Background: an optimization exercise with open tools, aiming at small area, a short achievable clock period and few clock cycles per item. Do not read the settings as production practice. Where RTL was checked, it was by simulation tests only, not by an equivalence proof against the original. The RTL of runs 3 and 5 was laid out without a check of its function.

**flow/flow/run.sh**
```bash
#!/bin/bash
# The standard layout (standard.sh, unchanged synthesis), with repair_timing
# aiming below the clock period and smaller port buffers.
set -euo pipefail
bash standard.sh SETUP_SLACK_MARGIN=7.8 'BUFFER_PORTS_ARGS=-buffer_cell sky130_fd_sc_hd__buf_1' finish > standard_flow.log 2>&1
```
**flow/standard.sh**
```bash
#!/bin/bash
# synth_recipe.tcl (not shown) runs the flow's synth.tcl, then flattens the netlist and writes it again
# the make line also repeats each setting of config.mk as NAME=value (left out here)
make -C /OpenROAD-flow-scripts/flow DESIGN_CONFIG=/design/flow/config.mk WORK_HOME=/design/flow/orfs CLKGATE_MAP_FILE= SYNTH_SCRIPT=/design/flow/synth_recipe.tcl "${@:-finish}"
```
**flow/config.mk**
```make
export PLATFORM = sky130hd
export DESIGN_NAME = reciprocal_float
export DESIGN_NICKNAME = reciprocal_float
export VERILOG_FILES = /design/flow/design.v
export SDC_FILE = /design/flow/constraint.sdc
export NUM_CORES = 4
export LEC_CHECK = 0
export ABC_CLOCK_PERIOD_IN_PS = 1500
export CAP_MARGIN = 20
export CORE_MARGIN = 2
export CORE_UTILIZATION = 40
export SLEW_MARGIN = 20
```
**flow/constraint.sdc**
```tcl
create_clock -name core_clock -period 11.0 [get_ports {clk}]
set_input_delay 2.2000 -clock core_clock [delete_from_list [all_inputs] [get_ports {clk}]]
set_output_delay 2.2000 -clock core_clock [all_outputs]
set_load 0.01 [all_outputs]
```
**flow/design.v**
```verilog
module register_param #(
    parameter BIT_LENGTH = 2048
) (
    input clk, rst,
    input load,
    input [BIT_LENGTH - 1 : 0] parIn,
    output reg [BIT_LENGTH - 1 : 0] parOut
);
    always@(posedge clk, posedge rst) begin
        if (rst == 1)
            parOut <= 0;
        else begin
            if (load == 1)
                parOut <= parIn;
        end
    end
endmodule
module adder #(
    parameter BIT_LENGTH = 32
) (
    input signed [BIT_LENGTH - 1 : 0] in1, in2,
    input mode,  
    output signed [BIT_LENGTH - 1 : 0] out
);
    assign out = (mode == 1) ? (in1 + in2) : (in1 - in2);
endmodule
module pfx_addx #(parameter W = 30) (
    input [W-1:0] a, b,
    input p, cin,
    output [W-1:0] s
);
    localparam L = $clog2(W + 1);
    wire [W-1:0] bx = b ^ {W{p}};
    wire [W:0] g [0:L];
    wire [W:0] pp [0:L];
    assign g[0] = {a & bx, cin};
    assign pp[0] = {a ^ bx, 1'b0};
    genvar l, i;
    generate
        for (l = 0; l < L; l = l + 1) begin : lv
            for (i = 0; i <= W; i = i + 1) begin : b
                if ((i >> l) & 1) begin
                    assign g[l+1][i] = g[l][i] | (pp[l][i] & g[l][((i >> l) << l) - 1]);
                    assign pp[l+1][i] = pp[l][i] & pp[l][((i >> l) << l) - 1];
                end else begin
                    assign g[l+1][i] = g[l][i];
                    assign pp[l+1][i] = pp[l][i];
                end
            end
        end
    endgenerate
    assign s = pp[0][W:1] ^ g[L][W-1:0];
endmodule
module upCounterRE #(
    parameter BIT_LENGTH = 16
) (
    input clk, rst,
    input init_cnt, en_cnt,
    output reg [BIT_LENGTH - 1 : 0] count
);
    always @(posedge clk, posedge rst) begin
        if (rst == 1)
            count <= 0;
        else begin
            if (init_cnt == 1)
                count <= 0;
            else if (en_cnt == 1)
                count <= count + 1;
        end
    end
endmodule
module cordic_linear_DP #(
    parameter FLOAT_SIZE = 24,
    parameter INT_SIZE = 8
) (
    input clk, rst,
    input signed [INT_SIZE + FLOAT_SIZE - 1:0] x, y, z,
    input mode,
    input loadX, loadY, loadZ,loadMode,
    input sel_input, adder_mode,
    input init_cnt, en_cnt,
    output signed [INT_SIZE + FLOAT_SIZE - 1:0] x_out, y_out, z_out,
    output co, phi
);
    wire signed [INT_SIZE + FLOAT_SIZE - 1:0] y_in, z_in;
    wire signed [INT_SIZE + FLOAT_SIZE - 1:0] out_adder_y, out_adder_z;
    assign y_in = (sel_input == 1) ? y : out_adder_y; 
    assign z_in = (sel_input == 1) ? z : out_adder_z; 
    register_param #(.BIT_LENGTH(INT_SIZE + FLOAT_SIZE)) X_Reg(
        .clk(clk),
        .rst(rst),
        .load(loadX),
        .parIn(x),
        .parOut(x_out)
    );
    register_param #(.BIT_LENGTH(INT_SIZE + FLOAT_SIZE)) Y_Reg(
        .clk(clk),
        .rst(rst),
        .load(loadY),
        .parIn(y_in),
        .parOut(y_out)
    );
    register_param #(.BIT_LENGTH(INT_SIZE + FLOAT_SIZE)) Z_Reg(
        .clk(clk),
        .rst(rst),
        .load(loadZ),
        .parIn(z_in),
        .parOut(z_out)
    );
    wire mode_val;
    register_param #(.BIT_LENGTH(1)) M_Reg(
        .clk(clk),
        .rst(rst),
        .load(loadMode),
        .parIn(mode),
        .parOut(mode_val)
    );
    wire [$clog2(FLOAT_SIZE) : 0] iter;
    upCounterRE #(.BIT_LENGTH($clog2(FLOAT_SIZE) + 1)) Iter_Count(
        .clk(clk),
        .rst(rst),
        .init_cnt(init_cnt),
        .en_cnt(en_cnt),
        .count(iter)
    );
    assign co = (iter == (FLOAT_SIZE)) ? 1'b1 : 1'b0;
    wire signed [INT_SIZE + FLOAT_SIZE - 1:0] x_shift, one, one_shift;
    assign x_shift = x >>> iter;
    assign one = { {(INT_SIZE-1){1'b0}}, 1'b1, {(FLOAT_SIZE){1'b0}} }; 
    assign one_shift = one >>> iter;
    adder #(.BIT_LENGTH(INT_SIZE + FLOAT_SIZE)) Y_Adder(
        .in1(y_out),
        .in2(x_shift),
        .mode(adder_mode),
        .out(out_adder_y)
    );
    adder #(.BIT_LENGTH(INT_SIZE + FLOAT_SIZE)) Z_Adder(
        .in1(z_out),
        .in2(one_shift),
        .mode(~adder_mode),
        .out(out_adder_z)
    );
    wire phi_rotate, phi_vector; 
    assign phi_rotate = (z_out[INT_SIZE + FLOAT_SIZE - 1] == 1) ? 1'b0 : 1'b1;
    assign phi_vector = (y_out[INT_SIZE + FLOAT_SIZE - 1] == 1) ? 1'b1 : 1'b0;
    assign phi = (mode_val == 1) ? phi_vector : phi_rotate;
endmodule
module cordic_linear_CU (
    input clk, rst,
    input start,
    input co, phi,
    output reg loadX, loadY, loadZ,loadMode,
    output reg sel_input, adder_mode,
    output reg init_cnt, en_cnt,
    output reg done
);
    parameter [1:0] IDLE = 0, INIT = 1, CALC = 2, DONE = 3;
    reg [1:0] ps, ns;
    always @(ps, start, co) begin
        case (ps)
            IDLE: ns = (start == 1) ? INIT : IDLE;
            INIT: ns = (start == 1 ) ? INIT : CALC;
            CALC: ns = (co == 1) ? DONE : CALC;
            DONE: ns = IDLE;
            default: ns = IDLE;
        endcase
    end
    always @(ps, phi) begin
        loadX = 0;
        loadY = 0;
        loadZ = 0;
        loadMode = 0;
        sel_input = 0;
        adder_mode = 0;
        init_cnt = 0;
        en_cnt = 0;
        done = 0;
        case (ps)
            IDLE: ;
            INIT: begin
                init_cnt = 1;
                loadX = 1;
                loadY = 1;
                loadZ = 1;
                loadMode = 1;
                sel_input = 1;
            end
            CALC: begin
                adder_mode = phi;
                en_cnt = 1;
                sel_input = 0;
                loadY = 1;
                loadZ = 1;
            end 
            DONE: done = 1;
            default: ;
        endcase
    end
    always @(posedge clk or posedge rst) begin
        if (rst == 1)
            ps <= IDLE;
        else 
            ps <= ns;
    end
endmodule
module cordic_linear #(
    parameter FLOAT_SIZE = 24,
    parameter INT_SIZE = 8
) (
    input clk, rst,
    input start,
    input signed [INT_SIZE + FLOAT_SIZE - 1:0] x, y, z,
    input mode,
    output signed [INT_SIZE + FLOAT_SIZE - 1:0] x_out, y_out, z_out,
    output done
);
    wire loadX, loadY, loadZ, loadMode;
    wire sel_input, adder_mode;
    wire init_cnt, en_cnt;
    wire co, phi;
    cordic_linear_DP #(.FLOAT_SIZE(FLOAT_SIZE), .INT_SIZE(INT_SIZE)) DP (
        .clk(clk),
        .rst(rst),
        .x(x),
        .y(y),
        .z(z),
        .mode(mode),
        .loadX(loadX),
        .loadY(loadY),
        .loadZ(loadZ),
        .loadMode(loadMode),
        .sel_input(sel_input),
        .adder_mode(adder_mode),
        .init_cnt(init_cnt),
        .en_cnt(en_cnt),
        .x_out(x_out),
        .y_out(y_out),
        .z_out(z_out),
        .co(co),
        .phi(phi)
    );
    cordic_linear_CU CU (
        .clk(clk),
        .rst(rst),
        .start(start),
        .co(co),
        .phi(phi),
        .loadX(loadX),
        .loadY(loadY),
        .loadZ(loadZ),
        .loadMode(loadMode),
        .sel_input(sel_input),
        .adder_mode(adder_mode),
        .init_cnt(init_cnt),
        .en_cnt(en_cnt),
        .done(done)
    );
endmodule
module reciprocal_float_DP (
    input clk, rst,
    input [31:0] x,
    input loadE, loadM, loadS,
    input selE, start_cordic,
    output [31:0] out,
    output done_cordic, zero_flag
);
    wire [7:0] E_val, E_in;
    wire [7:0] out_sub, E_reg_in;
    assign E_in = x[30:23];
    register_param #(.BIT_LENGTH(8)) E_Reg(
        .clk(clk),
        .rst(rst),
        .load(loadE),
        .parIn(E_reg_in),
        .parOut(E_val)
    );
    wire [22:0] M_val, M_in;
    assign M_in = x[22:0];
    register_param #(.BIT_LENGTH(23)) M_Reg(
        .clk(clk),
        .rst(rst),
        .load(loadM),
        .parIn(M_in),
        .parOut(M_val)
    );
    wire S_val, S_in;
    assign S_in = x[31];
    register_param #(.BIT_LENGTH(1)) S_Reg(
        .clk(clk),
        .rst(rst),
        .load(loadS),
        .parIn(S_in),
        .parOut(S_val)
    );
    assign E_reg_in = (selE == 1) ? E_in : out_sub;
    wire frac_zero;
    assign frac_zero = ~(|M_val);
    wire cin;
    assign cin = (frac_zero == 1) ? 1'b1 : 1'b0;
    assign out_sub = $unsigned(8'd253) - $unsigned(E_val) + cin;
    localparam FLOAT_SIZE = 24;
    localparam INT_SIZE = 2;
    wire signed [INT_SIZE + FLOAT_SIZE - 1:0] x_in, z, y;
    assign y = { {(INT_SIZE-1){1'b0}}, 1'b1, {(FLOAT_SIZE){1'b0}} };  
    assign z = {(INT_SIZE + FLOAT_SIZE){1'b0}};  
    assign x_in = { 2'b01, M_val, 1'b0};
    wire mode;
    assign mode = 1'b1;  
    wire signed [INT_SIZE + FLOAT_SIZE - 1:0] x_out, y_out, z_out;
    cordic_linear #(.FLOAT_SIZE(FLOAT_SIZE), .INT_SIZE(INT_SIZE)) Cordic_core(
        .clk(clk),
        .rst(rst),
        .start(start_cordic),
        .x(x_in),
        .y(y),
        .z(z),
        .mode(mode),
        .x_out(x_out),
        .y_out(y_out),
        .z_out(z_out),
        .done(done_cordic)
    );
    assign out = {S_val, E_val, z_out[22:0] };
    wire exp_zero;
    assign exp_zero = ~(|E_val);
    assign zero_flag = exp_zero && frac_zero;
endmodule
module reciprocal_float_CU (
    input clk, rst,
    input start,
    input done_cordic, zero_input,
    output reg loadE, loadM, loadS,
    output reg selE, start_cordic,
    output reg done, zero_flag
);
    parameter [2:0] IDLE = 0, INIT = 1, EXP = 2, CALC = 3, ZERO = 4;
    reg [2:0] ps, ns;
    always @(ps, start, zero_input, done_cordic) begin
        case (ps)
            IDLE: ns = (start == 1) ? INIT : IDLE;
            INIT: ns = (start == 1) ? INIT : EXP;
            EXP: ns = (zero_input == 1) ? ZERO : CALC;
            CALC: ns = (done_cordic == 1) ? IDLE : CALC;
            ZERO: ns = IDLE; 
            default: ns = IDLE;
        endcase
    end
    always @(ps, done_cordic, zero_input) begin
        loadE = 0;
        loadM = 0;
        loadS = 0;
        selE = 0;
        start_cordic = 0;
        done = 0;
        zero_flag = 0;
        case (ps)
            IDLE: ;
            INIT: begin
                selE = 1;
                loadE = 1;
                loadM = 1;
                loadS = 1;
            end 
            EXP: begin
                loadE = 1;
                start_cordic = ~zero_input;  
            end
            CALC: done = done_cordic;
            ZERO: begin
                done = 1;
                zero_flag = 1;
            end
            default: ;
        endcase
    end
    always @(posedge clk or posedge rst) begin
        if (rst == 1)
            ps <= IDLE;
        else 
            ps <= ns;
    end
endmodule
module reciprocal_float(
    input clk, rst,
    input start,
    input [31:0] x,
    output [31:0] out,
    output done, zero_flag
);
    localparam NC = 23;          
    localparam W = 29;           
    reg busy, done_r, first_r;
    reg [4:0] cnt;
    reg [22:0] xm_r;             
    reg [W-1:0] r;
    reg s_r, zf_r, mz_r, p24_r;
    wire [22:0] keep;
    genvar k;
    generate
        for (k = 0; k < 23; k = k + 1) begin : dec
            assign keep[k] = ~busy | (cnt < k);
        end
    endgenerate
    wire first = first_r;
    wire [W-1:0] xm0 = {{(W-25){1'b0}}, 1'b1, xm_r, 1'b0};
    wire p0 = ~r[W-1];
    wire [W-1:1] t0;
    pfx_addx #(.W(W-1)) ad0 (.a(r[W-1:1]), .b(xm0[W-1:1]), .p(p0), .cin(p0 | first), .s(t0));
    wire [W-1:0] rn = {t0[W-2:1], r[0], p0};
    wire mz = ~(|x[22:0]);
    wire last = (cnt == NC - 1);
    wire [7:0] ex = ~x[30:23] - 8'd2 + {7'd0, mz_r};
    always @(posedge clk or posedge rst) begin
        if (rst) begin
            busy <= 1'b0;
            done_r <= 1'b0;
        end else begin
            done_r <= busy && last;
            if (!busy)
                busy <= start;
            else if (last)
                busy <= 1'b0;
        end
    end
    always @(posedge clk) begin
        first_r <= ~busy;
        cnt <= busy ? cnt + 5'd1 : 5'd0;
        if (!busy)
            r <= ~{{(W-25){1'b0}}, x[22:0], 2'b00};
        else if (first && mz_r)
            r <= {{(W-25){1'b1}}, 23'd0, 2'b11};
        else if (last)
            r <= {ex, rn[20:0]};
        else
            r <= rn;
        xm_r <= x[22:0] & keep;
        p24_r <= ~t0[W-1];
        s_r <= x[31];
        mz_r <= mz;
        zf_r <= mz & ~(|x[30:23]);
    end
    assign done = done_r;
    assign zero_flag = zf_r;
    assign out = {s_r, r[28:21], r[20:0], p24_r, 1'b1};
endmodule
```
==> impl_summary.txt, run 1 <==
----------------------------------------------------
[Timing]
  Final Hold Viols ... 0
  Maximum clock frequency ... 320 MHz
  Number of pins with negative max-slew slack in the final report ... 0
  Setup repair after global routing missed its margin ... no
  Number of endpoints failing setup at the final stage ... 0
  Crit share post-route ... 0.284
  Sum of negative setup slack ... 0 ps
  Minimum clock period after layout ... around 3100 ps
  Max-slew headroom at the worst pin ... 0.433
  Worst Tran Pin Value ... 849 ps
  Final worst clock skew ... 7.55 ps

[Worst setup path]
  Cell depth of the worst flop-to-flop path ... 11
  Arr. time, crit path ... about 930 ps
  Type of the worst setup path ... register to output port
  Number of buffers and inverters on the critical path ... 1
  Peak per-stage delay on the critical path ... 400 ps
  Worst setup EP type ... output port
  Critical path required time ... 8800 ps
  Sequence of cells on the critical path ... buf_1
  Critical path peak fanout ... 3
  Crit path depth ... 1
  Largest delay share family, worst path ... flip-flops
  CP startpoint kind ... register
  Master of the slowest instance on the critical path ... sky130_fd_sc_hd__dfxtp_1

[Clock tree]
  Worst-Skew Late Latency ... 350 ps
  Number of CTS-inserted buffers ... 9
  Setup Buffers After CTS ... 0
  Maximum clock path buffer count ... 2
  Hold-fix buffer count after cts ... 0
  H-tree Lvls ... 3
  Clock slew at the register clock pins of the worst setup and hold paths ... roughly 70 ps
  Clk Tree Root Cell ... sky130_fd_sc_hd__clkbuf_8
  Number of clock sinks seen by CTS ... 64
  TritonCTS clock tree ... done

[Synthesis]
  Share of cell area taken by muxes after synthesis ... 0.00283
  Count of different cell masters after synthesis ... 53
  Share of the synthesized area in compound gates (AO/OA/AOI/OAI) ... 0.194
  Net count after synthesis ... about 450
  FFs w/ async S/R, synth ... 0.0313
  Post-Syn Area per Cell ... 9.19 µm²
  Cell Area, Synth ... 0.00354 mm²
  Sequential share of the synthesized area ... 0.365
  FF+latch count, synth ... 64
  Post-synth EDFFs ... 0
  Cell accounting for the most synthesized area ... sky130_fd_sc_hd__dfxtp_1
  Area contributors post-synth ... sky130_fd_sc_hd__dfxtp_1 (35%), sky130_fd_sc_hd__ha_1 (10%), sky130_fd_sc_hd__xnor2_1 (9.9%), sky130_fd_sc_hd__a21oi_1 (3.3%), sky130_fd_sc_hd__nand2_1 (3.1%)
  Area share of fa/ha/maj cells after synthesis ... 0.131
  Synthesized netlist cell count ... 385
  Combinational family with the most area after synthesis ... compound AO/OA/AOI/OAI gates
  Total number of yosys warnings ... 2
  Share of Yosys cell area claimed by the top area cell type ... 0.351
  Top_reg_cell synth ... sky130_fd_sc_hd__dfxtp_1
  XOR/XNOR Fraction of Synth Area ... 0.124
  Simple-gate share of the synthesized area ... 0.145

[Layout]
  Area added between synthesis and finish ... 18.6%
  Final net count ... between 500 and 600
  FILL cells ... roughly 870
  # diodes ... 0
  Final cell count without fillers ... 561
  Layout cell share with drive strength beyond 1 ... 0.0839
  Area of all placed cells without fillers ... 0.00420 mm²

[Routing]
  First-pass iteration count of the detailed router ... 4
  Remaining antenna violation count after routing ... 0
  Initial drt markers ... 104
  Detailed-route wire length ... between 8000 and 9000 µm
  Remaining design rule violation count ... 0
  Via density per instance ... 5.31
  Total number of vias ... 2981
  Wirelength per Cell ... roughly 16 µm

[Global routing]
  Number of global-route vias before repair ... 2937
  Largest net degree at the start of global routing ... 35
  Number of antenna violations at the first check in global routing ... 0
  Residual overflow from global routing ... 0
  First-pass GRT wire length ... between 10000 and 15000 µm
  GRT Overall Usage ... 0.188

[Flow run]
  Number of maximum-capacitance violations ... 0

[Floorplanning]
  Core area ... 0.00864 mm²
  Top Ports ... 69
  FP Rows ... 34
  Die area ... 0.00961 mm²
  Effective utilization at floorplan ... 0.410
  Die span in x ... 98.1 µm
  Vertical die dimension ... 98.1 µm

[Placed design]
  Cell area after placement ... 0.00391 mm²
  Cell Count Post-Placement ... about 540
  Routability Congestion ... 0.853
  Number of buffer cells added on primary ports ... 67
  Dpl hpwl ... roughly 6400 µm

[Hold path]
  Hold path depth ... 1
  Worst Hold Class ... register to register

[Status]
  Status ... timing/DRC/antenna clean

----------------------------------------------------
## logic make-up after synthesis
kind of cell	Yosys count
buffers and inverters	32
AO/OA/AOI/OAI	100
other	1
flip-flops	64
AND/OR/NAND/NOR	103
adder cells (fa/ha/maj)	34
XOR/XNOR	50
multiplexers	1
## final cells by class
cell class                      count  area, µm²  area share
Sequential cell                    64       1290       0.309
Clock inverter                      3       65.1      0.0155
Tap cell                          108        135      0.0322
Inverter                           13       56.3      0.0134
Multi-Input combinational cell    289       2170       0.518
Clock buffer                       13        159      0.0379
Timing Repair Buffer               71        313      0.0745
## registers in the layout, summed over array words and instances (netlist names)
signal   cells
xm_r        23
zf_r         1
done_r       1
first_r      1
s_r          1
r           29
mz_r         1
p24_r        1
cnt          5
busy         1
## repair_timing
item / 4_1_cts / 5_1_grt
pin swaps: 0 / 2
cloned: 0 / 1
gates resized for setup: 5 / 6
endpoints found under the setup margin: 9 / 9
## placed cells by master, fill, tap and decap left out, types with 5 or more instances in the layout
master,instances
sky130_fd_sc_hd__fa_1,5
sky130_fd_sc_hd__o21a_1,13
sky130_fd_sc_hd__nand2b_1,5
sky130_fd_sc_hd__a21oi_1,22
sky130_fd_sc_hd__xor2_1,10
sky130_fd_sc_hd__inv_1,10
sky130_fd_sc_hd__nor2_1,21
sky130_fd_sc_hd__a21o_1,5
sky130_fd_sc_hd__o22ai_1,13
sky130_fd_sc_hd__clkbuf_8,11
sky130_fd_sc_hd__buf_1,66
sky130_fd_sc_hd__nor2b_1,7
sky130_fd_sc_hd__nor3_1,6
sky130_fd_sc_hd__ha_1,27
sky130_fd_sc_hd__dfxtp_1,61
sky130_fd_sc_hd__o21ai_0,14
sky130_fd_sc_hd__nand3_1,6
sky130_fd_sc_hd__and2_1,5
sky130_fd_sc_hd__nand2_1,29
sky130_fd_sc_hd__nor4_1,7
sky130_fd_sc_hd__xnor2_1,40
## per-stage QoR
step | setup WS, ps | utilization | hold WS (ps)
2_1_floorplan | 7800 | - | 470
3_3_place_gp | 7460 | 0.452 | 427
3_5_place_dp | 7410 | 0.452 | 440
4_1_cts | 7800 | 0.481 | 460
5_1_grt | 7810 | 0.486 | 480
6_report | 7870 | 0.486 | 448
## cells in the mapped netlist, drive strengths merged, types with 2 or more instances
library cell,n
a211oi,3
a21boi,3
a21o,5
a21oi,24
a31o,3
a31oi,4
and2,6
and3,4
buf,6
clkbuf,13
dfrtp,2
dfxtp,62
fa,5
ha,29
inv,12
nand2,29
nand2b,5
nand3,7
nand4,3
nor2,21
nor2b,8
nor3,6
nor4,7
o211ai,4
o21a,13
o21ai,14
o21bai,3
o221ai,3
o22ai,13
or3,3
xnor2,40
xor2,10
## worst paths after layout
kind / from / end / slack, ps
worst max-delay path: r[2] / out[4] / 7870
worst min-delay path: r[0] / r[1] / 450
worst max register to register: r[28] / r[15] / 7980
worst min register to register: r[0] / r[1] / 450
max in group asynchronous: rst / done_r / 9240
min in group asynchronous: rst / busy / 1650
## layer usage
metal	track usage	vias up	wire, µm
li1	-	1490	-
met1	0.246	1418	4190
met2	0.302	59	4150
met3	0.0501	14	397
met4	0.0598	0	162
met5	0	-	0
Testbench counts, summed over its fixed seeds: cycles 40,000, items 1,600.
==> inputs of run 2 (changes only) <==
--- a/flow/config.mk
+++ b/flow/config.mk
@@ -5,7 +5,7 @@
 export SDC_FILE = /design/flow/constraint.sdc
 export NUM_CORES = 4
 export LEC_CHECK = 0
-export ABC_CLOCK_PERIOD_IN_PS = 1500
+export ABC_CLOCK_PERIOD_IN_PS = 2500
 export CAP_MARGIN = 20
 export CORE_MARGIN = 2
 export CORE_UTILIZATION = 40
==> run 2 against run 1 <==
Critical path type unchanged. Clock skew stayed put. Cell count stayed put.
==> impl_summary.txt, run 2 <==
----------------------------------------------------
[Status]
  Status ... timing/DRC/antenna clean

[Layout]
  Area added between synthesis and finish ... 18.6%
  Layout cell share with drive strength beyond 1 ... 0.0839
  Most common cell after layout, fill and taps aside ... sky130_fd_sc_hd__buf_1
  # diodes ... 0
  FILL cells ... a little under 900
  Max FFs per register ... 29
  Area of combinational cells with multiple inputs ... 0.00217 mm²
  Highest-count cells in the layout ignoring fill and taps ... sky130_fd_sc_hd__buf_1 (66), sky130_fd_sc_hd__dfxtp_1 (61), sky130_fd_sc_hd__xnor2_1 (40)
  Area used by sequential logic in the layout ... 0.00129 mm²
  Final net count ... 517
  Largest registers ... r x29, xm_r x23, cnt x5
  Register ranked first by flip-flop count ... r

[Routing]
  Via density per instance ... between 5 and 6
  Total number of vias ... 2981
  Detailed-route wire length ... 8900 µm
  Remaining design rule violation count ... 0
  Initial drt markers ... around 100
  Remaining antenna violation count after routing ... 0
  Wirelength per Cell ... about 16 µm
  First-pass iteration count of the detailed router ... 4

[Clock tree]
  Clk Tree Root Cell ... sky130_fd_sc_hd__clkbuf_8
  Clock slew at the register clock pins of the worst setup and hold paths ... 70 ps
  Worst-Skew Late Latency ... 350 ps
  H-tree Lvls ... 3
  Number of CTS-inserted buffers ... 9
  Number of clock sinks seen by CTS ... 64
  TritonCTS clock tree ... done
  Maximum clock path buffer count ... 2

[Timing]
  Number of endpoints failing setup at the final stage ... 0
  Setup repair after global routing missed its margin ... no
  Number of pins with negative max-slew slack in the final report ... 0
  Minimum clock period after layout ... 3130 ps
  Crit share post-route ... 0.284
  Final worst clock skew ... 7.55 ps
  Sum of negative setup slack ... 0 ps
  Worst Tran Pin Value ... 849 ps
  Max-slew headroom at the worst pin ... 0.433
  Maximum clock frequency ... 320 MHz
  Final Hold Viols ... 0

[Synthesis]
  FFs w/ async S/R, synth ... 0.0313
  Synthesized netlist cell count ... just under 400
  Cell accounting for the most synthesized area ... sky130_fd_sc_hd__dfxtp_1
  Top post-synthesis cells by count ... sky130_fd_sc_hd__dfxtp_1 (62), sky130_fd_sc_hd__xnor2_1 (40), sky130_fd_sc_hd__ha_1 (29), sky130_fd_sc_hd__nand2_1 (29), sky130_fd_sc_hd__a21oi_1 (23)
  Area contributors post-synth ... sky130_fd_sc_hd__dfxtp_1 (35%), sky130_fd_sc_hd__ha_1 (10%), sky130_fd_sc_hd__xnor2_1 (9.9%), sky130_fd_sc_hd__a21oi_1 (3.3%), sky130_fd_sc_hd__nand2_1 (3.1%)
  FF+latch count, synth ... 64
  Post-Syn Area per Cell ... 9.19 µm²
  Share of the synthesized area in compound gates (AO/OA/AOI/OAI) ... 0.194
  Simple-gate share of the synthesized area ... 0.145
  Combinational family with the most area after synthesis ... compound AO/OA/AOI/OAI gates
  Share of Yosys cell area claimed by the top area cell type ... 0.351
  Post-synth EDFFs ... 0
  Count of different cell masters after synthesis ... 53
  Cell Area, Synth ... 0.00354 mm²
  Area share of fa/ha/maj cells after synthesis ... 0.131
  Cell with the most instances after synthesis ... sky130_fd_sc_hd__dfxtp_1
  Top_reg_cell synth ... sky130_fd_sc_hd__dfxtp_1
  Sequential share of the synthesized area ... 0.365
  Total number of yosys warnings ... 2
  Net count after synthesis ... 454
  Share of cell area taken by muxes after synthesis ... 0.00283
  XOR/XNOR Fraction of Synth Area ... 0.124

[Global routing]
  GRT Overall Usage ... 0.188
  Number of antenna violations at the first check in global routing ... 0
  Residual overflow from global routing ... 0
  Number of global-route vias before repair ... 2937
  Largest net degree at the start of global routing ... 35
  First-pass GRT wire length ... 14300 µm

[Worst setup path]
  Critical path peak fanout ... 3
  Sequence of cells on the critical path ... buf_1
  Number of buffers and inverters on the critical path ... 1
  Arr. time, crit path ... 930 ps
  Master of the slowest instance on the critical path ... sky130_fd_sc_hd__dfxtp_1
  Worst setup EP type ... output port
  Peak per-stage delay on the critical path ... 400 ps
  Critical path required time ... 8800 ps
  Type of the worst setup path ... register to output port
  Beginning of the worst register-to-register path ... r[28]
  Launch point of the worst path ... r[2]
  CP startpoint kind ... register
  Largest delay share family, worst path ... flip-flops

[Placed design]
  Dpl hpwl ... 6380 µm
  Number of buffer cells added on primary ports ... 67
  Routability Congestion ... 0.853

[Floorplanning]
  Die area ... between 0.009 and 0.01 mm²
  Effective utilization at floorplan ... 0.410
  Top Ports ... 69
  Die span in x ... 98.1 µm
  Vertical die dimension ... 98.1 µm
  Core area ... 0.00864 mm²
  FP Rows ... 34

[Hold path]
  Worst hold start ... r[0]
  Worst Hold Class ... register to register

[Flow run]
  Number of maximum-capacitance violations ... 0

----------------------------------------------------
[run 2: path summary, 6_finish.rpt]
path / end / slack, ps / cells past startpoint
min in group asynchronous: busy / 1650 / 2
max reg2reg: r[15] / 7980 / 11
min: r[1] / 450 / 1
max: out[4] / 7870 / 1
max in group asynchronous: done_r / 9240 / 2
min reg2reg: r[1] / 450 / 1
[run 2: area by class of cell]
class / count / area share
clock inverters: 3 / 0.0155
inverters: 13 / 0.0134
multi-input cells: 289 / 0.518
clock buffers: 13 / 0.0379
well taps: 108 / 0.0322
repair buffers: 71 / 0.0745
flip-flops and latches: 64 / 0.309
[run 2: what timing repair did]
item	in CTS	in global routing
setup endpoints to repair	9	9
gates cloned	0	1
resized for setup	5	6
hold buffers	0	0
pin swaps	0	2
setup buffers	0	0
[run 2: kinds of logic after synthesis]
family,count (synthesis)
AND/OR/NAND/NOR,103
AO/OA/AOI/OAI,100
flip-flops,64
XOR/XNOR,50
adder cells (fa/ha/maj),34
buffers and inverters,32
other,1
multiplexers,1
[run 2: metal layers]
metal	GRT usage	vias to the layer above	wire, µm
met5	0	-	0
met4	0.0598	0	162
met3	0.0501	14	397
met2	0.302	59	4150
met1	0.246	1418	4190
li1	-	1490	-
[run 2: metrics by stage]
| stage | util | hold slack [ps] | cell area (µm²) | instances | setup slack (ps) |
|---|---|---|---|---|---|
| after global placement | 0.452 | 427 | 3910 | 544 | 7460 |
| after floorplan | - | 470 | 3580 | 385 | 7800 |
| final | 0.486 | 448 | 4200 | 561 | 7870 |
| after CTS | 0.481 | 460 | 4150 | 560 | 7800 |
| after global routing | 0.486 | 480 | 4200 | 561 | 7810 |
| after detailed placement | 0.452 | 440 | 3910 | 544 | 7410 |
==> inputs of run 3 (changes only) <==
--- a/flow/design.v
+++ b/flow/design.v
@@ -394,6 +394,7 @@
     reg [22:0] xm_r;             
     reg [W-1:0] r;
     reg s_r, zf_r, mz_r, p24_r;
+    reg sg_r;                    
     wire [22:0] keep;
     genvar k;
     generate
@@ -403,7 +404,7 @@
     endgenerate
     wire first = first_r;
     wire [W-1:0] xm0 = {{(W-25){1'b0}}, 1'b1, xm_r, 1'b0};
-    wire p0 = ~r[W-1];
+    wire p0 = ~sg_r;
     wire [W-1:1] t0;
     pfx_addx #(.W(W-1)) ad0 (.a(r[W-1:1]), .b(xm0[W-1:1]), .p(p0), .cin(p0 | first), .s(t0));
     wire [W-1:0] rn = {t0[W-2:1], r[0], p0};
@@ -433,6 +434,7 @@
             r <= {ex, rn[20:0]};
         else
             r <= rn;
+        sg_r <= ~busy | (first && mz_r) | rn[W-1];
         xm_r <= x[22:0] & keep;
         p24_r <= ~t0[W-1];
         s_r <= x[31];
--- a/flow/config.mk
+++ b/flow/config.mk
@@ -5,7 +5,6 @@
 export SDC_FILE = /design/flow/constraint.sdc
 export NUM_CORES = 4
 export LEC_CHECK = 0
-export ABC_CLOCK_PERIOD_IN_PS = 2500
 export CAP_MARGIN = 20
 export CORE_MARGIN = 2
 export CORE_UTILIZATION = 40
==> run 3 against run 2 <==
Sequential cell count grew 1. Critical path type is now input pin to register. First-iteration DRC count is 2.9% higher. Maximum frequency down 1.0%. Largest cell class unchanged. Routed wire length up 5.3%. Register-to-register slack gained 20 ps. Core utilization fell by 1.2 points.
==> impl_summary.txt, run 3 <==
----------------------------------------------------
[Timing]
  Minimum clock period after layout ... 3160 ps
  Least setup slack across all paths after layout ... between 7000 and 8000 ps
  Number of endpoints failing setup at the final stage ... 0
  Sum of negative setup slack ... 0 ps
  Crit share post-route ... 0.287
  Final worst clock skew ... 8.70 ps
  Maximum clock frequency ... 316 MHz
  Worst Tran Pin Value ... 1110 ps
  Setup repair after global routing missed its margin ... yes
  Number of pins with negative max-slew slack in the final report ... 0
  Final Hold Viols ... 0
  Max-slew headroom at the worst pin ... 0.261

[Hold path]
  Worst Hold Class ... register to register

[Synthesis]
  Sequential share of the synthesized area ... 0.351
  Area contributors post-synth ... sky130_fd_sc_hd__dfxtp_1 (34%), sky130_fd_sc_hd__ha_1 (9.7%), sky130_fd_sc_hd__xnor2_1 (8.4%), sky130_fd_sc_hd__xor2_1 (3.7%), sky130_fd_sc_hd__nor2_1 (3.0%)
  Area share of fa/ha/maj cells after synthesis ... 0.124
  Post-synth EDFFs ... 0
  Total number of yosys warnings ... 2
  Post-Syn Area per Cell ... 9.16 µm²
  Share of Yosys cell area claimed by the top area cell type ... 0.337
  XOR/XNOR Fraction of Synth Area ... 0.122
  FFs w/ async S/R, synth ... 0.0308
  Count of different cell masters after synthesis ... 58
  Top post-synthesis cells by count ... sky130_fd_sc_hd__dfxtp_1 (63), sky130_fd_sc_hd__xnor2_1 (36), sky130_fd_sc_hd__nor2_1 (30), sky130_fd_sc_hd__ha_1 (29), sky130_fd_sc_hd__nand2_1 (23)
  Share of cell area taken by muxes after synthesis ... 0
  Net count after synthesis ... 477
  Cell accounting for the most synthesized area ... sky130_fd_sc_hd__dfxtp_1
  Share of the synthesized area in compound gates (AO/OA/AOI/OAI) ... 0.211
  FF+latch count, synth ... 65
  Simple-gate share of the synthesized area ... 0.159
  Cell Area, Synth ... 0.00374 mm²
  Cell with the most instances after synthesis ... sky130_fd_sc_hd__dfxtp_1
  Top_reg_cell synth ... sky130_fd_sc_hd__dfxtp_1
  Combinational family with the most area after synthesis ... compound AO/OA/AOI/OAI gates
  Synthesized netlist cell count ... 408

[Floorplanning]
  Die span in x ... just over 100 µm
  FP Rows ... 35
  Effective utilization at floorplan ... 0.408
  Core area ... 0.00915 mm²
  Top Ports ... 69
  Vertical die dimension ... about 100 µm
  Die area ... about 0.010 mm²

[Global routing]
  Largest net degree at the start of global routing ... 37
  Number of antenna violations at the first check in global routing ... 0
  First-pass GRT wire length ... about 16000 µm
  Residual overflow from global routing ... 0
  GRT Overall Usage ... 0.197
  Number of global-route vias before repair ... 3224

[Worst setup path]
  Worst setup EP type ... register
  Master of the slowest instance on the critical path ... sky130_fd_sc_hd__a311oi_1
  Type of the worst setup path ... input pin to register
  Sequence of cells on the critical path ... buf_8 -> inv_8 -> ha_4 -> nor2b_4 -> nand4_1 -> nor2_2 -> xor2_1 -> nor2_1 -> a311oi_1 -> o21ai_1
  Critical path required time ... 11230 ps
  Critical path peak fanout ... 2
  CP startpoint kind ... input pin
  Arr. time, crit path ... 3390 ps
  Number of buffers and inverters on the critical path ... 2
  Largest delay share family, worst path ... simple AND/OR/NAND/NOR gates
  Peak per-stage delay on the critical path ... 240 ps

[Routing]
  Wirelength per Cell ... 16.0 µm
  Detailed-route wire length ... between 9000 and 10000 µm
  Remaining design rule violation count ... 0
  Via density per instance ... 5.47
  Initial drt markers ... 107
  Total number of vias ... 3207
  Remaining antenna violation count after routing ... 0
  First-pass iteration count of the detailed router ... 4

[Status]
  Status ... timing/DRC/antenna clean

[Clock tree]
  Clk Tree Root Cell ... sky130_fd_sc_hd__clkbuf_8
  Maximum clock path buffer count ... 2
  Worst-Skew Late Latency ... 350 ps
  Number of clock sinks seen by CTS ... 65
  TritonCTS clock tree ... done
  H-tree Lvls ... 3
  Number of CTS-inserted buffers ... 9
  Clock slew at the register clock pins of the worst setup and hold paths ... 70 ps

[Flow run]
  Number of maximum-capacitance violations ... 0

[Layout]
  Final net count ... 540
  Register ranked first by flip-flop count ... r
  Largest registers ... r x29, xm_r x23, cnt x5
  FILL cells ... between 900 and 1000
  Max FFs per register ... 29
  Layout cell share with drive strength beyond 1 ... 0.0968
  Highest-count cells in the layout ignoring fill and taps ... sky130_fd_sc_hd__buf_1 (66), sky130_fd_sc_hd__dfxtp_1 (62), sky130_fd_sc_hd__xnor2_1 (36)
  Most common cell after layout, fill and taps aside ... sky130_fd_sc_hd__buf_1
  Area added between synthesis and finish ... 16.1%
  # diodes ... 0

[Placed design]
  Routability Congestion ... approximately 0.88
  Number of buffer cells added on primary ports ... 67
  Minimum setup slack after placement ... about 7300 ps
  Dpl hpwl ... 6900 µm

----------------------------------------------------
run 3: changes by cell type after synthesis, moves of 3 or more:
| cell | previous run | this run |
|---|---|---|
| sky130_fd_sc_hd__a21oi_2 | 1 | 4 |
| sky130_fd_sc_hd__a21oi_1 | 23 | 18 |
| sky130_fd_sc_hd__inv_1 | 12 | 9 |
| sky130_fd_sc_hd__xor2_1 | 10 | 16 |
| sky130_fd_sc_hd__o21bai_1 | 3 | 0 |
| sky130_fd_sc_hd__xnor2_1 | 40 | 36 |
| sky130_fd_sc_hd__nor2_1 | 21 | 30 |
| sky130_fd_sc_hd__nand2_1 | 29 | 23 |
| sky130_fd_sc_hd__and2_1 | 5 | 10 |
| sky130_fd_sc_hd__a21o_1 | 5 | 9 |
run 3: cell families (layout without fill, tap and decap cells):
kind of cell               Yosys count  after routing
AOI/OAI and AO/OA                  112            112
xor gates and xnor gates            52             52
adders and majority gates           34             34
buffers and inverters               30             97
DFF                                 65             65
other                                1              1
and+or+nand+nor                    114            114
run 3: worst register-to-register path, delay by kind of cell, from the launching register on:
kind	cells	cell delay [ps]
AOI/OAI and AO/OA	6	1370
xor gates and xnor gates	1	140
adders and majority gates	1	470
DFF	1	490
and+or+nand+nor	2	420
run 3: routing by layer:
| metal | track usage | vias to the layer above | wire [µm] |
|---|---|---|---|
| met1 | 0.249 | 1511 | 4220 |
| met4 | 0.0917 | 0 | 210 |
| met5 | 0 | - | 0 |
| met2 | 0.328 | 96 | 4460 |
| met3 | 0.0340 | 17 | 482 |
| li1 | - | 1583 | - |
run 3: worst paths after layout:
kind	cells past startpoint	endpoint	slack [ps]	start
min in group asynchronous	2	busy	1650	rst
setup / recovery	10	r[28]	7840	x[23]
hold reg to reg	1	r[1]	440	r[0]
setup reg to reg	10	sg_r	8000	sg_r
max in group asynchronous	2	done_r	9240	rst
hold / removal	1	r[1]	440	r[0]
run 3: what timing repair did:
| item | CTS | global route |
|---|---|---|
| gates cloned | 0 | 0 |
| setup buffers | 1 | 3 |
| pin swaps | 0 | 3 |
| gates resized for setup | 3 | 8 |
| setup endpoints to repair | 18 | 12 |
| hold buffers | 0 | 0 |
run 3: final cells by class:
cell class	count	area, µm²	area share
flip-flops and latches	65	1320	0.303
well taps	111	139	0.0320
inverters	9	41.3	0.00951
clock buffers	12	155	0.0357
clock inverters	3	40.0	0.00922
multi-input cells	313	2340	0.539
repair buffers	73	312	0.0718
run 3: through the flow:
step           hold slack (ps)  instances   util  instance area, µm²
6_report                   439        586  0.474                4340
5_1_grt                    482        586  0.474                4340
4_1_cts                    441        583  0.469                4290
3_5_place_dp               426        567  0.446                4090
3_3_place_gp               429        567  0.446                4090
2_1_floorplan              482        408      -                3770
==> inputs of run 4 (changes only) <==
--- a/flow/design.v
+++ b/flow/design.v
@@ -394,7 +394,6 @@
     reg [22:0] xm_r;             
     reg [W-1:0] r;
     reg s_r, zf_r, mz_r, p24_r;
-    reg sg_r;                    
     wire [22:0] keep;
     genvar k;
     generate
@@ -404,7 +403,7 @@
     endgenerate
     wire first = first_r;
     wire [W-1:0] xm0 = {{(W-25){1'b0}}, 1'b1, xm_r, 1'b0};
-    wire p0 = ~sg_r;
+    wire p0 = ~r[W-1];
     wire [W-1:1] t0;
     pfx_addx #(.W(W-1)) ad0 (.a(r[W-1:1]), .b(xm0[W-1:1]), .p(p0), .cin(p0 | first), .s(t0));
     wire [W-1:0] rn = {t0[W-2:1], r[0], p0};
@@ -434,7 +433,6 @@
             r <= {ex, rn[20:0]};
         else
             r <= rn;
-        sg_r <= ~busy | (first && mz_r) | rn[W-1];
         xm_r <= x[22:0] & keep;
         p24_r <= ~t0[W-1];
         s_r <= x[31];
==> flow/flow/run.sh (replaced) <==
#!/bin/bash
# The standard layout (standard.sh, unchanged synthesis), with repair_timing
# aiming below the clock period and smaller port buffers.
set -euo pipefail
bash standard.sh SETUP_SLACK_MARGIN=7.95 'BUFFER_PORTS_ARGS=-buffer_cell sky130_fd_sc_hd__buf_1' finish > standard_flow.log 2>&1
==> run 4 against run 3 <==
Non-clock buffer count grew 16. Clock-buffer cell count grew 1. Area after synthesis shrank 5.4%. Setup slack gained 21 ps. Cell count shrank 1.2%.
==> impl_summary.txt, run 4 <==
----------------------------------------------------
[Status]
  Status ... timing/DRC/antenna clean

[Synthesis]
  Top_reg_cell synth ... sky130_fd_sc_hd__dfxtp_1
  Cell accounting for the most synthesized area ... sky130_fd_sc_hd__dfxtp_1
  Post-synth EDFFs ... 0
  Sequential share of the synthesized area ... 0.365
  Top post-synthesis cells by count ... sky130_fd_sc_hd__dfxtp_1 (62), sky130_fd_sc_hd__xnor2_1 (40), sky130_fd_sc_hd__ha_1 (29), sky130_fd_sc_hd__nand2_1 (29), sky130_fd_sc_hd__a21oi_1 (23)
  Total number of yosys warnings ... 2
  Area contributors post-synth ... sky130_fd_sc_hd__dfxtp_1 (35%), sky130_fd_sc_hd__ha_1 (10%), sky130_fd_sc_hd__xnor2_1 (9.9%), sky130_fd_sc_hd__a21oi_1 (3.3%), sky130_fd_sc_hd__nand2_1 (3.1%)
  Synthesized netlist cell count ... between 300 and 400
  FF+latch count, synth ... 64
  Net count after synthesis ... 454
  Cell Area, Synth ... 0.00354 mm²
  Post-Syn Area per Cell ... between 9 and 10 µm²
  Share of Yosys cell area claimed by the top area cell type ... 0.351
  FFs w/ async S/R, synth ... 0.0313
  Count of different cell masters after synthesis ... 53
  Cell with the most instances after synthesis ... sky130_fd_sc_hd__dfxtp_1

[Layout]
  Final net count ... approximately 540
  # diodes ... 0
  FILL cells ... ~860
  Highest-count cells in the layout ignoring fill and taps ... sky130_fd_sc_hd__dfxtp_1 (48), sky130_fd_sc_hd__xnor2_1 (38), sky130_fd_sc_hd__buf_1 (36)
  Register ranked first by flip-flop count ... r
  Most common cell after layout, fill and taps aside ... sky130_fd_sc_hd__dfxtp_1
  Area added between synthesis and finish ... 25.3%
  Largest registers ... r x29, xm_r x23, cnt x5
  Layout cell share with drive strength beyond 1 ... 0.217
  Max FFs per register ... 29

[Routing]
  Wirelength per Cell ... 15.6 µm
  Remaining design rule violation count ... 0
  Remaining antenna violation count after routing ... 0
  Initial drt markers ... 134
  Total number of vias ... a little over 3000
  Detailed-route wire length ... roughly 9000 µm
  Via density per instance ... 5.32
  First-pass iteration count of the detailed router ... 4

[Worst setup path]
  Type of the worst setup path ... register to output port
  Slack of the worst reg-to-reg path ... 7970 ps
  Arr. time, crit path ... about 940 ps
  Beginning of the worst register-to-register path ... r[28]
  Cell depth of the worst flop-to-flop path ... 13
  Worst setup EP type ... output port
  Critical path peak fanout ... 6
  CP startpoint kind ... register
  End of the worst register-to-register path ... r[28]
  Critical path required time ... 8800 ps

[Timing]
  Minimum clock period after layout ... 3140 ps
  Final Hold Viols ... 0
  Sum of negative setup slack ... 0 ps
  Crit share post-route ... 0.285
  Maximum clock frequency ... 318 MHz
  Number of pins with negative max-slew slack in the final report ... 0
  Final worst clock skew ... 5.99 ps
  Post-route worst hold slack ... between 400 and 500 ps
  Number of endpoints failing setup at the final stage ... 0
  Max-slew headroom at the worst pin ... 0.440
  Worst Tran Pin Value ... 838 ps
  Setup repair after global routing missed its margin ... yes

[Global routing]
  First-pass GRT wire length ... 15000 µm
  Largest net degree at the start of global routing ... 35
  Residual overflow from global routing ... 0
  GRT Overall Usage ... 0.194
  Number of global-route vias before repair ... 3039
  Number of antenna violations at the first check in global routing ... 0

[Hold path]
  Worst hold start ... r[0]
  Sink of the worst hold path ... r[1]
  Worst Hold Class ... register to register
  Hold path depth ... 1

[Clock tree]
  Number of clock sinks seen by CTS ... between 60 and 70
  Number of CTS-inserted buffers ... 9
  Maximum clock path buffer count ... 2
  Worst-Skew Late Latency ... ~340 ps
  Clock slew at the register clock pins of the worst setup and hold paths ... 70 ps
  Clk Tree Root Cell ... sky130_fd_sc_hd__clkbuf_8
  TritonCTS clock tree ... done
  H-tree Lvls ... 3
  Hold-fix buffer count after cts ... 0

[Placed design]
  Routability Congestion ... 0.820
  Number of buffer cells added on primary ports ... 67
  Dpl hpwl ... about 6200 µm

[Floorplanning]
  Die area ... 0.00961 mm²
  Core area ... 0.00864 mm²
  Die span in x ... slightly below 100 µm
  Effective utilization at floorplan ... 0.410
  FP Rows ... 34
  Vertical die dimension ... 98.1 µm
  Top Ports ... 69

[Flow run]
  Number of maximum-capacitance violations ... 0

----------------------------------------------------
run 4: cells by family (layout without fill, tap and decap cells):
logic type / after synthesis / count (layout) / share of synthesized area
other cells: 1 / 1 / 0.00106
compound gates: 100 / 100 / 0.194
fa+ha+maj: 34 / 34 / 0.131
mux: 1 / 1 / 0.00283
buf+inv: 32 / 118 / 0.0371
simple gates: 103 / 103 / 0.145
flops: 64 / 64 / 0.365
xor+xnor: 50 / 50 / 0.124
run 4: cell type report:
class | instances | area (µm²) | share of cell area
well taps | 108 | 135 | 0.0305
flip-flops and latches | 64 | 1310 | 0.296
inverters | 13 | 56.3 | 0.0127
repair buffers | 89 | 523 | 0.118
multi-input cells | 289 | 2210 | 0.498
clock inverters | 3 | 40.0 | 0.00903
clock buffers | 13 | 159 | 0.0358
run 4: metal layers:
metal  track usage  wire, µm
met3        0.0322       389
met2         0.319      4240
met5             0         0
met4        0.0641       130
met1         0.258      4260
run 4: critical path, cell delays in order (launching register included):
cell and delay, ps:
sky130_fd_sc_hd__dfxtp_4 350, sky130_fd_sc_hd__buf_12 130, sky130_fd_sc_hd__buf_6 110
run 4: per-stage QoR:
stage                util  instance area [µm²]  setup slack, ps  instances
detailed placement  0.452                 3910             7440        544
finish              0.513                 4430             7860        579
global placement    0.452                 3910             7450        544
floorplan               -                 3580             7800        385
CTS                 0.502                 4330             7850        574
global route        0.513                 4430             7840        579
run 4: worst max path at each step:
stage               slack, ps   from  cells after the start       to
floorplan                7800  x[23]                      8    r[28]
global placement         7450  x[23]                      9    r[28]
detailed placement       7440  x[23]                      9    r[28]
CTS                      7850  r[28]                      2  out[30]
global route             7840  r[28]                      2  out[30]
finish                   7860  r[28]                      2  out[30]
run 4: timing repair:
item / 4_1_cts / 5_1_grt
buffers inserted: 13 / 5
gates resized for setup: 46 / 20
setup endpoints to repair: 34 / 22
pin swaps: 8 / 12
cloned: 1 / 0
Testbench counts of run 4, summed over its fixed seeds: cycles 40,000, items 1,600.
==> inputs of run 5 (changes only) <==
--- a/flow/design.v
+++ b/flow/design.v
@@ -404,8 +404,9 @@
     wire first = first_r;
     wire [W-1:0] xm0 = {{(W-25){1'b0}}, 1'b1, xm_r, 1'b0};
     wire p0 = ~r[W-1];
+    wire fm = first & mz_r;
     wire [W-1:1] t0;
-    pfx_addx #(.W(W-1)) ad0 (.a(r[W-1:1]), .b(xm0[W-1:1]), .p(p0), .cin(p0 | first), .s(t0));
+    pfx_addx #(.W(W-1)) ad0 (.a(r[W-1:1]), .b(xm0[W-1:1] | {{(W-25){fm}}, {24{1'b0}}}), .p(p0), .cin(p0 | first), .s(t0));
     wire [W-1:0] rn = {t0[W-2:1], r[0], p0};
     wire mz = ~(|x[22:0]);
     wire last = (cnt == NC - 1);
@@ -427,8 +428,6 @@
         cnt <= busy ? cnt + 5'd1 : 5'd0;
         if (!busy)
             r <= ~{{(W-25){1'b0}}, x[22:0], 2'b00};
-        else if (first && mz_r)
-            r <= {{(W-25){1'b1}}, 23'd0, 2'b11};
         else if (last)
             r <= {ex, rn[20:0]};
         else
==> flow/flow/run.sh (replaced) <==
#!/bin/bash
# The standard layout (standard.sh, unchanged synthesis), with repair_timing
# aiming below the clock period and smaller port buffers.
set -euo pipefail
bash standard.sh SETUP_SLACK_MARGIN=7.8 'BUFFER_PORTS_ARGS=-buffer_cell sky130_fd_sc_hd__buf_1' finish > standard_flow.log 2>&1
==> run 5 against run 4 <==
First-iteration DRC count shrank 43%. Routed wire length grew 1.8%. Critical path type unchanged. Via count grew 1.3%. Clock skew grew 3.4 ps. Critical path depth is the same. Hold slack lost 11 ps. Synthesized cell count grew 7.5%.
==> impl_summary.txt, run 5 <==
----------------------------------------------------
[Status]
  Status ... timing/DRC/antenna clean

[Global routing]
  Number of global-route vias before repair ... between 3000 and 4000
  Residual overflow from global routing ... 0
  GRT Overall Usage ... 0.194
  Number of antenna violations at the first check in global routing ... 0
  First-pass GRT wire length ... 15200 µm
  Largest net degree at the start of global routing ... 40

[Timing]
  Setup repair after global routing missed its margin ... no
  Crit share post-route ... 0.287
  Maximum clock frequency ... around 320 MHz
  Worst Tran Pin Value ... 602 ps
  Max-slew headroom at the worst pin ... 0.598
  Number of pins with negative max-slew slack in the final report ... 0
  Number of endpoints failing setup at the final stage ... 0
  Minimum clock period after layout ... 3150 ps
  Final worst clock skew ... around 9.4 ps
  Final Hold Viols ... 0
  Sum of negative setup slack ... 0 ps

[Hold path]
  Worst Hold Class ... register to register

[Routing]
  Uppermost routed layer ... met4
  Total number of vias ... 3118
  Initial drt markers ... 76
  Met2 layer wire length in the routed design ... 4340 µm
  First-pass iteration count of the detailed router ... 4
  Detailed-route wire length ... between 9000 and 10000 µm
  Wirelength per Cell ... 15.4 µm
  Detailed route wirelength on metal3 ... 303 µm
  Wl on met1 ... between 4000 and 5000 µm
  Via density per instance ... around 5.2
  Remaining antenna violation count after routing ... 0
  Remaining design rule violation count ... 0

[Synthesis]
  Sequential share of the synthesized area ... 0.348
  Cell accounting for the most synthesized area ... sky130_fd_sc_hd__dfxtp_1
  Cell with the most instances after synthesis ... sky130_fd_sc_hd__dfxtp_1
  Share of Yosys cell area claimed by the top area cell type ... 0.334
  FF+latch count, synth ... 64
  Net count after synthesis ... 483
  Total number of yosys warnings ... 2
  Synthesized netlist cell count ... 414
  Area contributors post-synth ... sky130_fd_sc_hd__dfxtp_1 (33%), sky130_fd_sc_hd__ha_1 (9.8%), sky130_fd_sc_hd__xnor2_1 (8.0%), sky130_fd_sc_hd__o21a_1 (3.4%), sky130_fd_sc_hd__a21oi_1 (3.1%)
  Count of different cell masters after synthesis ... 53
  Post-Syn Area per Cell ... 8.97 µm²
  Top_reg_cell synth ... sky130_fd_sc_hd__dfxtp_1
  Top post-synthesis cells by count ... sky130_fd_sc_hd__dfxtp_1 (62), sky130_fd_sc_hd__xnor2_1 (34), sky130_fd_sc_hd__ha_1 (29), sky130_fd_sc_hd__nor2_1 (28), sky130_fd_sc_hd__nand2_1 (25)
  Post-synth EDFFs ... 0
  FFs w/ async S/R, synth ... 0.0313
  Cell Area, Synth ... 0.00371 mm²

[Layout]
  Layout cell share with drive strength beyond 1 ... 0.101
  Area of all placed cells without fillers ... 0.00435 mm²
  FILL cells ... around 950
  Final net count ... approximately 550
  Share of the core filled with cells ... 0.478
  Max FFs per register ... 29
  Most common cell after layout, fill and taps aside ... sky130_fd_sc_hd__buf_1
  # diodes ... 0
  Register ranked first by flip-flop count ... r
  Highest-count cells in the layout ignoring fill and taps ... sky130_fd_sc_hd__buf_1 (65), sky130_fd_sc_hd__dfxtp_1 (61), sky130_fd_sc_hd__xnor2_1 (34)
  Area used by sequential logic in the layout ... about 0.0013 mm²
  Area added between synthesis and finish ... 17.2%
  Largest registers ... r x29, xm_r x23, cnt x5
  Area of combinational cells with multiple inputs ... ~0.0023 mm²

[Clock tree]
  Clk Tree Root Cell ... sky130_fd_sc_hd__clkbuf_8
  TritonCTS clock tree ... done
  Number of clock sinks seen by CTS ... 64
  Hold-fix buffer count after cts ... 0
  Number of CTS-inserted buffers ... 9
  Worst-Skew Late Latency ... 340 ps
  Clock slew at the register clock pins of the worst setup and hold paths ... 70 ps
  H-tree Lvls ... 3
  Maximum clock path buffer count ... 2

[Floorplanning]
  Die area ... 0.0101 mm²
  Core area ... 0.00911 mm²
  Die span in x ... 100 µm
  Effective utilization at floorplan ... 0.408
  Vertical die dimension ... 100 µm
  FP Rows ... 35
  Top Ports ... 69

[Worst setup path]
  Worst setup EP type ... output port
  Critical path peak fanout ... 8
  Master of the slowest instance on the critical path ... sky130_fd_sc_hd__dfxtp_4
  Type of the worst setup path ... register to output port
  Arr. time, crit path ... 950 ps
  Critical path required time ... just under 9000 ps
  Sequence of cells on the critical path ... buf_12 -> clkbuf_2
  Peak per-stage delay on the critical path ... 370 ps
  CP startpoint kind ... register

[Placed design]
  Routability Congestion ... 0.909
  Dpl hpwl ... 6770 µm
  Cell area after placement ... just over 0.004 mm²
  Number of buffer cells added on primary ports ... 67

[Flow run]
  Number of maximum-capacitance violations ... 0

----------------------------------------------------
run 5: critical path: cells and delay by family, from the launching register on:
kind	cells	cell delay, ps
buf+inv	2	240
flops	1	370
run 5: logic make-up (layout without fill, tap and decap cells):
group	count (synthesis)	in the layout	synth area share
and+or+nand+nor	119	119	0.164
other	1	1	0.00101
xor gates and xnor gates	47	47	0.111
buffers and inverters	37	107	0.0404
DFF	64	64	0.348
adders and majority gates	34	34	0.125
AOI/OAI and AO/OA	105	105	0.192
muxes	7	7	0.0189
run 5: worst paths after layout:
path	cells past startpoint	slack, ps	startpoint	end
max	2	7850	r[28]	out[30]
max in group asynchronous	2	9220	rst	busy
min reg2reg	1	450	r[0]	r[1]
min in group asynchronous	2	1680	rst	done_r
max reg2reg	13	7950	r[28]	r[18]
min	1	450	r[0]	r[1]
run 5: final cells by class:
class	count	share of cell area
clock inverter	4	0.0104
multi-input combinational	313	0.530
inverter	16	0.0155
timing repair buffer	75	0.0814
sequential	64	0.298
clock buffer	12	0.0334
tap	111	0.0319
run 5: per-stage QoR:
| step | hold WS (ps) | instances | setup slack (ps) |
|---|---|---|---|
| 2_1_floorplan | 482 | 414 | 7710 |
| 3_3_place_gp | 416 | 574 | 7380 |
| 3_5_place_dp | 435 | 574 | 7370 |
| 4_1_cts | 454 | 591 | 7730 |
| 5_1_grt | 466 | 595 | 7780 |
| 6_report | 450 | 595 | 7850 |
run 5: layer usage:
layer / vias to the layer above / track usage
li1: 1590 / -
met4: 0 / 0.0643
met5: - / 0
met3: 15 / 0.0390
met2: 55 / 0.321
met1: 1458 / 0.252
run 5: repair_timing:
action                                 CTS  global route
endpoints found under the hold margin    0             0
gates resized for setup                  5             5
setup endpoints to repair                6             8
buffers inserted                         0             4
gates cloned                             1             0
pin swaps                                0             1

-- static timing again, ports no longer ideal --
The flow's constraints put no driver on any port. The routed layouts listed below were extracted and timed again, unchanged, in two steps. Step 1 (the two cells are an assumption about what drives the block):
set clk [get_ports {clk}]
set_driving_cell -lib_cell sky130_fd_sc_hd__clkbuf_16 $clk
set_driving_cell -lib_cell sky130_fd_sc_hd__buf_2 [delete_from_list [all_inputs] $clk]
Step 2 also shifts input and output timing later by t, the mid clock arrival at the registers, as if the neighbouring blocks saw the same clock. Slacks: ideal / step 1 / step 2; pairs: ideal / step 1.
run	t (ns)	slack for setup (ns)	hold WS [ns]	worst setup path at the end	clock arrival spread, ns
run 1	0.379	7.872 / 7.842 / 7.546	0.448 / 0.448 / 0.448	input to register	0.007 / 0.007
run 2	0.379	7.872 / 7.842 / 7.546	0.448 / 0.448 / 0.448	input to register	0.007 / 0.007
run 3	0.382	7.839 / 7.819 / 7.437	0.439 / 0.439 / 0.439	input to register	0.009 / 0.009
run 4	0.370	7.860 / 7.830 / 7.580	0.462 / 0.462 / 0.462	input to register	0.006 / 0.006
run 5	0.368	7.848 / 7.815 / 7.496	0.450 / 0.450 / 0.450	input to register	0.010 / 0.010
After both steps setup and hold are still met in every run listed. The setup slack of run 3, which loses most, moves by -0.020 ns with the drivers and by -0.402 ns with both steps.
